Context: an optimization exercise on an open-source flow, tuned for small area. The choices shown serve that exercise and are no tape-out recipe. In this exercise RTL edits were held to simulation tests only and were not proved equivalent to the original. No activity file was given, so power comes from the tool's default toggle rates.

## run E
==> module MEMSync, before the edit <==
module MEMSync #(
    parameter CHWIDTH = 3,
    parameter ADDRWIDTH = 17,
    localparam CHROWS = 2**CHWIDTH
)
  (
  output logic [CHWIDTH-1:0] cRowId,
  output logic stall,
  input logic ACT,
  input logic PR,
  input logic RD,
  input logic WR,
  input logic act_cmd,                
  input logic [ADDRWIDTH-1:0] A,
  input logic clk,
  input logic rst,
  input logic sync
);
  localparam logic [3:0]
    M_IDLE  = 4'd0,
    M_ALLOC = 4'd11,
    M_CTH   = 4'd10,   
    M_CTM   = 4'd14,   
    M_UTD   = 4'd1,   
    M_UTC   = 4'd9,   
    M_WB    = 4'd15,
    M_HRD   = 4'd12,
    M_HWR   = 4'd8;
  logic [3:0] state, nxt;
  logic [CHWIDTH-1:0] nRowId;
  logic wrapped;
  logic [CHROWS-1:0] dirtyt;
  logic [ADDRWIDTH-1:0] RowId;
  logic [CHROWS-1:0][ADDRWIDTH-1:0] diff;  
  logic [CHROWS-1:0] match;
  logic anyhit;
  logic [CHWIDTH-1:0] hidx;
  always_comb begin
    hidx = '0;
    for (int i = 0; i < CHROWS; i++) begin
      match[i] = (wrapped || i < nRowId) && (diff[i] == '0);
      if (match[i]) hidx = i;
    end
  end
  assign anyhit = |match;
  logic vdirty;
  assign vdirty = wrapped && dirtyt[nRowId];
  logic [3:0] ct, ut;
  assign ct = anyhit ? M_CTH : M_CTM;
  assign ut = vdirty ? M_UTD : M_UTC;
  always_comb begin
    nxt = state;
    case (state)
      M_IDLE:  if (ACT || RD || WR) nxt = ct;
      M_ALLOC: if (sync) nxt = ct;
      M_CTH:   if (RD) nxt = M_HRD;
               else if (WR) nxt = M_HWR;
               else if (PR) nxt = M_IDLE;
               else nxt = ct;
      M_CTM:   nxt = ut;
      M_UTD:   nxt = M_WB;
      M_UTC:   nxt = M_ALLOC;
      M_WB:    if (sync) nxt = M_ALLOC;
      M_HRD:   if (PR) nxt = M_IDLE;
               else if (WR) nxt = M_HWR;
               else if (!RD) nxt = ct;
      M_HWR:   if (PR) nxt = M_IDLE;
               else if (RD) nxt = M_HRD;
               else if (!WR) nxt = ct;
      default: nxt = state;
    endcase
  end
  logic toCT, toUT;
  assign toCT = nxt == M_CTH;
  assign toUT = nxt == M_UTD || nxt == M_UTC;
  always_ff @(posedge clk) begin
    if (rst) begin
      state <= M_IDLE;
      cRowId <= '0;
      nRowId <= '0;
      wrapped <= 1'b0;
    end
    else begin
      state <= nxt;
      if (toCT) cRowId <= hidx;
      else if (toUT) cRowId <= nRowId;
      if (toUT) begin
        nRowId <= nRowId + 1'b1;
        if (&nRowId) wrapped <= 1'b1;
      end
    end
  end
  logic [ADDRWIDTH-1:0] delta;
  assign delta = act_cmd ? (RowId ^ A) : '0;
  logic [CHROWS-1:0] alloc;  
  always_comb
    for (int i = 0; i < CHROWS; i++)
      alloc[i] = nxt == M_ALLOC && cRowId == i;
  always_ff @(posedge clk) begin
    if (act_cmd) RowId <= A;
    for (int i = 0; i < CHROWS; i++) begin
      diff[i] <= (alloc[i] ? '0 : diff[i]) ^ delta;
      if ((nxt == M_ALLOC || nxt == M_HWR) && cRowId == i) dirtyt[i] <= nxt == M_HWR;
    end
  end
  assign stall = state == M_ALLOC || state == M_WB;
endmodule
==> flow/config.mk <==
export PLATFORM = sky130hd
export DESIGN_NAME = DIMM
export DESIGN_NICKNAME = DIMM
export VERILOG_FILES = /design/flow/design.v
export SDC_FILE = /design/flow/constraint.sdc
export NUM_CORES = 4
export LEC_CHECK = 0
export CAP_MARGIN = 20
export CORE_MARGIN = 2
export CORE_UTILIZATION = 65
export CTS_CLUSTER_DIAMETER = 80
export CTS_CLUSTER_SIZE = 24
export SLEW_MARGIN = 20
==> flow/constraint.sdc <==
create_clock -name core_clock -period 8.0 [get_ports {ck2x}]
set_input_delay 1.6000 -clock core_clock [delete_from_list [all_inputs] [get_ports {ck2x}]]
set_output_delay 1.6000 -clock core_clock [all_outputs]
set_load 0.01 [all_outputs]
standard.sh (not shown) runs the stock make flow with config.mk's settings and CLKGATE_MAP_FILE= SYNTH_SCRIPT=/design/flow/synth_recipe.tcl, a recipe that flattens the netlist after the stock synthesis.
==> flow/flow/run.sh <==
#!/bin/bash
# The standard layout, with clock tree synthesis told not to add dummy loads
# for level balancing (same clustering as config.mk asks for), and the port
# buffers made from the smallest plain buffer.
set -e
export CTS_ARGS="-sink_clustering_enable -repair_clock_nets -sink_clustering_size 24 -sink_clustering_max_diameter 80 -dont_use_dummy_load"
export BUFFER_PORTS_ARGS="-buffer_cell sky130_fd_sc_hd__buf_1"
bash standard.sh > standard.log 2>&1
Modified inputs, run A compared to run E
-- flow/design.v --
<<< run E, line 292
    for (int i = 0; i < CHROWS; i++) begin
      diff[i] <= (alloc[i] ? '0 : diff[i]) ^ delta;
      if ((nxt == M_ALLOC || nxt == M_HWR) && cRowId == i) dirtyt[i] <= nxt == M_HWR;
    end
  end
>>> run A, line 292
    for (int i = 0; i < CHROWS; i++) begin
      diff[i] <= (alloc[i] ? '0 : diff[i]) ^ delta;
      dirtyt[i] <= (dirtyt[i] && !alloc[i]) || (nxt == M_HWR && cRowId == i);
    end
  end
==> comparison <==
Going from run E to run A, the final-layout clock buffer total was found to have gone down by 1.
Of run E and run A, the higher global-route wire length before repair belongs to run A.
Share of total power in the clock network: run A < run E
When run A is set beside run E, its synthesized net count turns out to be 66 larger.
Cmp run E and run A / total power / higher: run A
Looking at count of multi-input gates across run E and run A, the one that comes out higher is run A.
Diff run E and run A: overall routed net length lower in run E

Another version of the RTL of DIMM (not shown whole).
For scale: ~7900 cells after synthesis, roughly 1600 flip-flops, roughly 150 I/O pins, ~0.074 sq mm of cells after synthesis.
==> module memtiming, before the edit <==
module memtiming
  (
    input logic clk,
    input logic rst,
    input logic ACT, PR, RD, RDA, REF, SRF, WR, WRA,
    output logic isACT,      
    output logic isPR,       
    output logic isRD,       
    output logic isWR,       
    output logic isReading   
  );
  localparam logic [3:0]
    S_IDLE = 4'd0,
    S_ACT  = 4'd1,
    S_BA1  = 4'd2,
    S_BA2  = 4'd3,
    S_PRE  = 4'd4,
    S_REFA = 4'd5,
    S_REFB = 4'd6,
    S_SR   = 4'd7,
    S_R    = 4'd8,
    S_RA   = 4'd9,
    S_W    = 4'd10,
    S_WA   = 4'd11;
  logic [3:0] state, nxt;
  logic [4:0] c, s;
  logic [2:0] e;
  logic sw;
  logic c15, c24, c31, s7, s8, s14, s24;
  assign c15 = &c[3:0];
  assign c24 = c[4] & c[3];
  assign c31 = &c;
  assign s8  = s[4] | s[3];
  assign s7  = s8 | (&s[2:0]);
  assign s14 = s[4] | (&s[3:1]);
  assign s24 = s[4] & s[3];
  always_comb begin
    nxt = state;
    case (state)
      S_IDLE: if (ACT) nxt = S_ACT;
              else if (REF) nxt = S_REFA;
              else if (SRF) nxt = S_SR;
      S_ACT:  if (c15) nxt = S_BA1;
      S_BA1:  if (WR && c24) nxt = S_W;
              else if (WRA && c24) nxt = S_WA;
              else if (RD && c31) nxt = S_R;
              else if (RDA && c31) nxt = S_RA;
              else if (PR && c31) nxt = S_PRE;
      S_BA2:  if (WR) nxt = S_W;
              else if (WRA) nxt = S_WA;
              else if (RD && e == 3'd0) nxt = S_R;
              else if (RDA && e == 3'd0) nxt = S_RA;
              else if (PR && c31) nxt = S_PRE;
      S_PRE:  if (c15) nxt = S_IDLE;
      S_REFA: if (c31) nxt = S_REFB;
      S_REFB: nxt = S_IDLE;
      S_R:    if (RDA) nxt = S_RA;
              else if (PR && s7 && c31) nxt = S_PRE;
              else if (WR) nxt = S_W;
              else if (s24) nxt = S_BA2;
              else if (WRA) nxt = S_WA;
      S_RA:   if ((s8 || (s7 && sw)) && c31) nxt = S_PRE;
      S_W:    if (WRA) nxt = S_WA;
              else if (PR && s14 && c31) nxt = S_PRE;
              else if (RD) nxt = S_R;
              else if (s24) nxt = S_BA2;
              else if (RDA) nxt = S_RA;
      S_WA:   if (s14 && c31) nxt = S_PRE;
      default: nxt = state;
    endcase
  end
  always_ff @(posedge clk)
    if (rst) state <= S_IDLE;
    else state <= nxt;
  logic rside, wside, rside_n, wside_n, same;
  assign rside   = state == S_R || state == S_RA;
  assign wside   = state == S_W || state == S_WA;
  assign rside_n = nxt == S_R || nxt == S_RA;
  assign wside_n = nxt == S_W || nxt == S_WA;
  assign same    = (rside && rside_n) || (wside && wside_n);
  logic [2:0] tcl1;
  assign tcl1 = (state == S_BA1) ? ~c[2:0] : e;
  always_ff @(posedge clk) begin
    if (state == S_IDLE || (nxt == S_PRE && state != S_PRE)) c <= '0;
    else if (!c31) c <= c + 1'b1;
    if (nxt == S_R) e <= tcl1;
    else e <= (tcl1 == 3'd0) ? 3'd0 : tcl1 - 1'b1;
    if (same) begin
      if (!s24) s <= s + 1'b1;
    end
    else begin
      s <= 5'd1;
      sw <= rside || wside;
    end
  end
  assign isACT = state == S_ACT;
  assign isPR = state == S_PRE;
  assign isRD = rside;
  assign isWR = wside;
  assign isReading = state == S_R;
endmodule
==> module MEMSync, before the edit <==
module MEMSync #(
    parameter CHWIDTH = 3,
    parameter ADDRWIDTH = 17,
    localparam CHROWS = 2**CHWIDTH
)
  (
  output logic [CHWIDTH-1:0] cRowId,
  output logic stall,
  input logic ACT,
  input logic PR,
  input logic RD,
  input logic WR,
  input logic act_cmd,                
  input logic [ADDRWIDTH-1:0] A,
  input logic clk,
  input logic rst,
  input logic sync
);
  localparam logic [3:0]
    M_IDLE  = 4'd0,
    M_ALLOC = 4'd1,
    M_CTH   = 4'd2,   
    M_CTM   = 4'd3,   
    M_UTD   = 4'd4,   
    M_UTC   = 4'd5,   
    M_WB    = 4'd6,
    M_HRD   = 4'd7,
    M_HWR   = 4'd8;
  logic [3:0] state, nxt;
  logic [CHWIDTH-1:0] nRowId;
  logic wrapped;
  logic [CHROWS-1:0] dirtyt;
  logic [ADDRWIDTH-1:0] RowId;
  logic [CHROWS-1:0][ADDRWIDTH-1:0] diff;  
  logic [CHROWS-1:0] match;
  logic anyhit;
  logic [CHWIDTH-1:0] hidx;
  always_comb begin
    hidx = '0;
    for (int i = 0; i < CHROWS; i++) begin
      match[i] = (wrapped || i < nRowId) && (diff[i] == '0);
      if (match[i]) hidx = i;
    end
  end
  assign anyhit = |match;
  logic vdirty;
  assign vdirty = wrapped && dirtyt[nRowId];
  logic [3:0] ct, ut;
  assign ct = anyhit ? M_CTH : M_CTM;
  assign ut = vdirty ? M_UTD : M_UTC;
  always_comb begin
    nxt = state;
    case (state)
      M_IDLE:  if (ACT || RD || WR) nxt = ct;
      M_ALLOC: if (sync) nxt = ct;
      M_CTH:   if (RD) nxt = M_HRD;
               else if (WR) nxt = M_HWR;
               else if (PR) nxt = M_IDLE;
               else nxt = ct;
      M_CTM:   nxt = ut;
      M_UTD:   nxt = M_WB;
      M_UTC:   nxt = M_ALLOC;
      M_WB:    if (sync) nxt = M_ALLOC;
      M_HRD:   if (PR) nxt = M_IDLE;
               else if (WR) nxt = M_HWR;
               else if (!RD) nxt = ct;
      M_HWR:   if (PR) nxt = M_IDLE;
               else if (RD) nxt = M_HRD;
               else if (!WR) nxt = ct;
      default: nxt = state;
    endcase
  end
  logic toCT, toUT;
  assign toCT = nxt == M_CTH;
  assign toUT = nxt == M_UTD || nxt == M_UTC;
  always_ff @(posedge clk) begin
    if (rst) begin
      state <= M_IDLE;
      cRowId <= '0;
      nRowId <= '0;
      wrapped <= 1'b0;
    end
    else begin
      state <= nxt;
      if (toCT) cRowId <= hidx;
      else if (toUT) cRowId <= nRowId;
      if (toUT) begin
        nRowId <= nRowId + 1'b1;
        if (&nRowId) wrapped <= 1'b1;
      end
    end
  end
  logic [ADDRWIDTH-1:0] delta;
  assign delta = act_cmd ? (RowId ^ A) : '0;
  always_ff @(posedge clk) begin
    if (act_cmd) RowId <= A;
    for (int i = 0; i < CHROWS; i++) begin
      diff[i] <= ((nxt == M_ALLOC && cRowId == i) ? '0 : diff[i]) ^ delta;
      if ((nxt == M_ALLOC || nxt == M_HWR) && cRowId == i) dirtyt[i] <= nxt == M_HWR;
    end
  end
  assign stall = state == M_ALLOC || state == M_WB;
endmodule
export LEC_CHECK = 0
export CAP_MARGIN = 20
export CORE_MARGIN = 2
export CORE_UTILIZATION = 40
export CTS_CLUSTER_DIAMETER = 80
export CTS_CLUSTER_SIZE = 24
export SLEW_MARGIN = 20
create_clock -name core_clock -period 8.0 [get_ports {ck2x}]
run.sh (not shown) runs the stock make flow with config.mk's settings and CLKGATE_MAP_FILE= SYNTH_SCRIPT=/design/flow/synth_recipe.tcl, a recipe that flattens the netlist after the stock synthesis.
Stock flow here: none of the scripts above is used.
Change:
--- a/flow/design.v
+++ b/flow/design.v
@@ -11,19 +11,19 @@
     output logic isReading   
   );
   localparam logic [3:0]
     S_IDLE = 4'd0,
-    S_ACT  = 4'd1,
-    S_BA1  = 4'd2,
-    S_BA2  = 4'd3,
-    S_PRE  = 4'd4,
-    S_REFA = 4'd5,
-    S_REFB = 4'd6,
-    S_SR   = 4'd7,
-    S_R    = 4'd8,
-    S_RA   = 4'd9,
-    S_W    = 4'd10,
-    S_WA   = 4'd11;
+    S_ACT  = 4'd9,
+    S_BA1  = 4'd3,
+    S_BA2  = 4'd7,
+    S_PRE  = 4'd2,
+    S_REFA = 4'd13,
+    S_REFB = 4'd15,
+    S_SR   = 4'd12,
+    S_R    = 4'd6,
+    S_RA   = 4'd14,
+    S_W    = 4'd11,
+    S_WA   = 4'd10;
   logic [3:0] state, nxt;
   logic [4:0] c, s;
   logic [2:0] e;
   logic sw;
@@ -208,15 +208,15 @@
   input logic sync
 );
   localparam logic [3:0]
     M_IDLE  = 4'd0,
-    M_ALLOC = 4'd1,
-    M_CTH   = 4'd2,   
-    M_CTM   = 4'd3,   
-    M_UTD   = 4'd4,   
-    M_UTC   = 4'd5,   
-    M_WB    = 4'd6,
-    M_HRD   = 4'd7,
+    M_ALLOC = 4'd11,
+    M_CTH   = 4'd10,   
+    M_CTM   = 4'd14,   
+    M_UTD   = 4'd1,   
+    M_UTC   = 4'd9,   
+    M_WB    = 4'd15,
+    M_HRD   = 4'd12,
     M_HWR   = 4'd8;
   logic [3:0] state, nxt;
   logic [CHWIDTH-1:0] nRowId;
   logic wrapped;
@@ -282,12 +282,16 @@
     end
   end
   logic [ADDRWIDTH-1:0] delta;
   assign delta = act_cmd ? (RowId ^ A) : '0;
+  logic [CHROWS-1:0] alloc;  
+  always_comb
+    for (int i = 0; i < CHROWS; i++)
+      alloc[i] = nxt == M_ALLOC && cRowId == i;
   always_ff @(posedge clk) begin
     if (act_cmd) RowId <= A;
     for (int i = 0; i < CHROWS; i++) begin
-      diff[i] <= ((nxt == M_ALLOC && cRowId == i) ? '0 : diff[i]) ^ delta;
+      diff[i] <= (alloc[i] ? '0 : diff[i]) ^ delta;
       if ((nxt == M_ALLOC || nxt == M_HWR) && cRowId == i) dirtyt[i] <= nxt == M_HWR;
     end
   end
   assign stall = state == M_ALLOC || state == M_WB;
=> Global-route usage shrinks by 0.89 points. Worst setup slack degrades by 0.45 ns. Wire length shrinks by 7.9%. Non-clock buffer count shrinks by 26. Power shrinks by 5.4%. Synthesized area shrinks by 3.9%. Clock power shrinks by 4.1%. Clock skew shrinks by 0.011 ns. Final area shrinks by 3.8%. Flip-flop and latch count does not change. First-iteration DRC count shrinks by 16%. Synthesized cell count shrinks by 4.6%. Via count shrinks by 7.8%. Die area shrinks by 3.9%.

==> afterwards: timing with drivers on the ports <==
In the flow no input, the clock included, has a driving cell. The finished layouts below were timed again as built, in two steps. Step 1, drivers: a clkbuf_16 drives ck2x and a buf_2 each remaining input, both assumed. Step 2, shift: input delay + t, output delay - t, t = (earliest + latest rising clock arrival at the registers) / 2. This alone moves slack from input paths to output paths. Three values: no drivers, after step 1, after step 2; two values: the first two.
run	shift t [ns]	setup slack, ns	hold WS [ns]	pins driven straight from the clock port
run E	0.750	2.746 / 2.617 / 2.220	0.470 / 0.470 / 0.470	1
run A	0.752	2.006 / 1.973 / 1.973	0.457 / 0.457 / 0.457	1
the first run of note 2	0.849	2.240 / 2.151 / 1.872	0.469 / 0.469 / 0.469	1
the second run of note 2	0.817	1.788 / 1.764 / 1.764	0.469 / 0.469 / 0.469	1
After both steps setup and hold are still met in every run listed. For run E, which loses most, drivers alone change the setup slack by -0.129 ns; drivers and shift together by -0.526 ns.
